This design comes from an exercise in tuning for small area, a short achievable clock period and few clock cycles on the open sky130 flow, not from production work. Only simulation tests tie the RTL to the original design; equivalence was not proved. Power figures rest on the tool's default switching activity, not on a simulated workload.

Setup of run A:
## FFT
module FFT(
input clk,
input rst_n,
input in_valid,
input signed [11:0] din_r,
input signed [11:0] din_i,
output out_valid,
output signed [15:0] dout_r,
output signed [15:0] dout_i
);
integer k;
function [21:0] tc1;
    input [3:0] n;
    case (n)
        4'd0: tc1 = 22'b0000000000_000000_000010;   
        4'd1: tc1 = 22'b1100010101_000010_000010;   
        4'd2: tc1 = 22'b1111001111_000011_000011;   
        4'd3: tc1 = 22'b1010101100_000001_000011;   
        4'd4: tc1 = 22'b1011100000_000010_000100;   
        4'd5: tc1 = 22'b1010101100_000001_000010;   
        4'd6: tc1 = 22'b1111001111_000011_000010;   
        4'd7: tc1 = 22'b1100010101_000010_000001;   
        4'd8: tc1 = 22'b0000000000_000000_000010;   
        4'd9: tc1 = 22'b1100010101_000010_000010;   
        4'd10: tc1 = 22'b1111001111_000011_000011;   
        4'd11: tc1 = 22'b1010101100_000001_000011;   
        4'd12: tc1 = 22'b1011100000_000010_000100;   
  ...
Size in the first run: about 8700 cells after synthesis, about 2300 flip-flops, roughly 60 I/O pins, roughly 92000 um2 of cells after synthesis.
export LEC_CHECK = 0
export CAP_MARGIN = 20
export CORE_MARGIN = 2
export CORE_UTILIZATION = 60
export PLACE_DENSITY = 0.7
export SLEW_MARGIN = 20
create_clock -name core_clock -period 12.0 [get_ports {clk}]
standard.sh (not shown) runs the stock make flow with config.mk's settings and CLKGATE_MAP_FILE= SYNTH_SCRIPT=/design/flow/synth_recipe.tcl, a recipe that flattens the netlist after the stock synthesis.
==> flow/flow/run.sh <==
#!/bin/bash
# Layout flow: the standard flow (standard.sh, its synthesis unchanged)
# with these settings:
#   - 60% core utilization, placement density 0.7;
#   - repair_timing aiming for 8.3 ns of setup slack on the design's
#     12 ns clock (the clock and constraints themselves are unchanged),
#     on the worst 20% of the endpoints that miss that;
#   - clock tree sinks clustered 30 at a time within 80 um;
#   - port buffers made from buf_4 cells.
# Full tool output goes to standard.log (and ORFS's per-step logs under orfs/).
set -e
bash standard.sh CORE_UTILIZATION=60 PLACE_DENSITY=0.7 \
    SETUP_SLACK_MARGIN=8.3 TNS_END_PERCENT=20 \
    CTS_CLUSTER_SIZE=30 CTS_CLUSTER_DIAMETER=80 \
    'BUFFER_PORTS_ARGS=-buffer_cell sky130_fd_sc_hd__buf_4' finish > standard.log 2>&1
Testbench counts of run A, summed over its fixed seeds: cycles 22,784.
What run B does differently from run A at the input level:
==> flow/flow/run.sh <==
#!/bin/bash
# Layout flow: the standard flow (standard.sh, unchanged synthesis),
# with repair_timing aiming for 8.35 ns of setup slack and the port buffers
# made from buf_4 cells. Full tool output goes to standard.log.
set -e
bash standard.sh CORE_UTILIZATION=60 PLACE_DENSITY=0.7 SETUP_SLACK_MARGIN=8.35 TNS_END_PERCENT=5 CTS_CLUSTER_SIZE=30 CTS_CLUSTER_DIAMETER=80 \
    'BUFFER_PORTS_ARGS=-buffer_cell sky130_fd_sc_hd__buf_4' finish > standard.log 2>&1
## What came out
No stage failed in run B, and the final checks on the layout all came back clean.
Wire length of run B is on par with run A.
[compare] base=run A new=run B: peak per-stage delay on the critical path did not really move, power per unit of standard cell area ~0 delta.
> inputs changed (run B -> run C)
==> flow/flow/run.sh <==
#!/bin/bash
# Layout flow: the standard flow (standard.sh, unchanged synthesis),
# with repair_timing aiming for 8.35 ns of setup slack and the port buffers
# made from buf_4 cells. Full tool output goes to standard.log.
set -e
bash standard.sh CORE_UTILIZATION=60 PLACE_DENSITY=0.7 SETUP_SLACK_MARGIN=8.35 TNS_END_PERCENT=100 CTS_CLUSTER_SIZE=30 CTS_CLUSTER_DIAMETER=80 \
    'BUFFER_PORTS_ARGS=-buffer_cell sky130_fd_sc_hd__buf_4' finish > standard.log 2>&1
==> comparison <==
Status: number of placed instances, taps included parity (run C, run B)
Diff run B -> run C: fmax rose by about 0.44%; post-route non-filler standard cell count stayed essentially flat; power spent charging and discharging nets rose by 0.45%.
Diff run B -> run C | minimum clock period | decrease of 17 ps
Comparing run B with run C, the fraction of area in multi-input gates came out essentially unchanged.
Comparing run B and run C, met1 track utilization from global routing is higher on run B.
On clock latency reported for the late side of the worst-skew pair, run B and run C are basically level.
Setup changes, run C to run D
==> flow/flow/run.sh <==
#!/bin/bash
# Layout flow: the standard flow (standard.sh, unchanged synthesis),
# with repair_timing aiming for 8.45 ns of setup slack and the port buffers
# made from buf_4 cells. Full tool output goes to standard.log.
set -e
bash standard.sh CORE_UTILIZATION=60 PLACE_DENSITY=0.7 SETUP_SLACK_MARGIN=8.45 TNS_END_PERCENT=100 CTS_CLUSTER_SIZE=30 CTS_CLUSTER_DIAMETER=80 \
    'BUFFER_PORTS_ARGS=-buffer_cell sky130_fd_sc_hd__buf_4' finish > standard.log 2>&1
### Flow results
Final area on run D is behind run C. Compared with run C, in run D area occupied by registers held, number of vias per cell saw an increase.
Here is what was changed in the inputs of run E compared with run D.
- swapping 0.7 for 0.8 in PLACE_DENSITY
==> flow/flow/run.sh <==
#!/bin/bash
# Layout flow: the standard flow (standard.sh, its synthesis unchanged)
# with these settings:
#   - 60% core utilization, placement density 0.8;
#   - repair_timing aiming for 8.35 ns of setup slack on the design's
#     12 ns clock (the clock and constraints themselves are unchanged),
#     on the worst 20% of the endpoints that miss that;
#   - clock tree sinks clustered 30 at a time within 80 um;
#   - port buffers made from buf_4 cells.
# Full tool output goes to standard.log (and ORFS's per-step logs under orfs/).
set -e
bash standard.sh CORE_UTILIZATION=60 PLACE_DENSITY=0.8 \
    SETUP_SLACK_MARGIN=8.35 TNS_END_PERCENT=20 \
    CTS_CLUSTER_SIZE=30 CTS_CLUSTER_DIAMETER=80 \
    'BUFFER_PORTS_ARGS=-buffer_cell sky130_fd_sc_hd__buf_4' finish > standard.log 2>&1
Results
All of run E and run D finish clean.
The standard cells in run E occupy less silicon area than those in run D do.
Run D → run E: non-clock buffer count went down; power density over cell area did not really move; total power went down.
Wire length of the first global-routing pass in run E is 1.1% lower than in run D
NOTE maximum frequency run D->run E decreased slightly
Here is what was changed in the inputs of run F compared with run E.
- PLACE_DENSITY: 0.8 -> 0.7
==> flow/flow/run.sh <==
#!/bin/bash
# Layout flow: the standard flow (standard.sh, unchanged synthesis),
# with repair_timing aiming for 8.35 ns of setup slack and the port buffers
# made from buf_4 cells. Full tool output goes to standard.log.
set -e
bash standard.sh CORE_UTILIZATION=60 PLACE_DENSITY=0.7 SETUP_SLACK_MARGIN=8.35 TNS_END_PERCENT=20 CTS_CLUSTER_SIZE=30 CTS_CLUSTER_DIAMETER=80 \
    'BUFFER_PORTS_ARGS=-buffer_cell sky130_fd_sc_hd__buf_4' finish > standard.log 2>&1
Findings:
Going from run E to run F, total design power comparable; number of cells on the worst reg-to-reg path now larger; actual slew at the worst max-slew pin now larger.

[static timing again, ports no longer ideal]
No port has a modelled driver above. Below, the same layouts with a new extraction and two added sets of constraints.
Step 1 (the two cells are an assumption about what drives the block):
set clk [get_ports {clk}]
set_driving_cell -lib_cell sky130_fd_sc_hd__clkbuf_16 $clk
set_driving_cell -lib_cell sky130_fd_sc_hd__buf_2 [delete_from_list [all_inputs] $clk]
Step 2 times the ports against the registers' clock, not the clock port: input delays grow and output delays shrink by t, the midpoint of the rising clock arrivals with the driver on.
a / b / c = ideal ports / drivers / drivers and shift; a / b = the first two.
| run | shift t [ns] | setup slack, ns | worst setup path after step 2 | clock arrival spread, ns | cell pins on the clock port's net |
|---|---|---|---|---|---|
| run A | 0.831 | 8.221 / 8.143 / 7.644 | input to register | 0.049 / 0.050 | 1 |
| run B | 0.833 | 8.218 / 8.140 / 7.648 | input to register | 0.048 / 0.047 | 1 |
| run C | 0.833 | 8.235 / 8.155 / 7.731 | input to register | 0.035 / 0.035 | 1 |
| run D | 0.841 | 8.223 / 8.140 / 7.947 | input to register | 0.055 / 0.055 | 1 |
| run E | 0.845 | 8.197 / 8.116 / 7.862 | input to register | 0.058 / 0.058 | 1 |
| run F | 0.845 | 8.237 / 8.157 / 7.891 | input to register | 0.051 / 0.051 | 1 |
After both steps every run listed still meets setup and hold. For run A, which loses most, drivers alone change the setup slack by -0.078 ns; drivers and shift together by -0.577 ns.
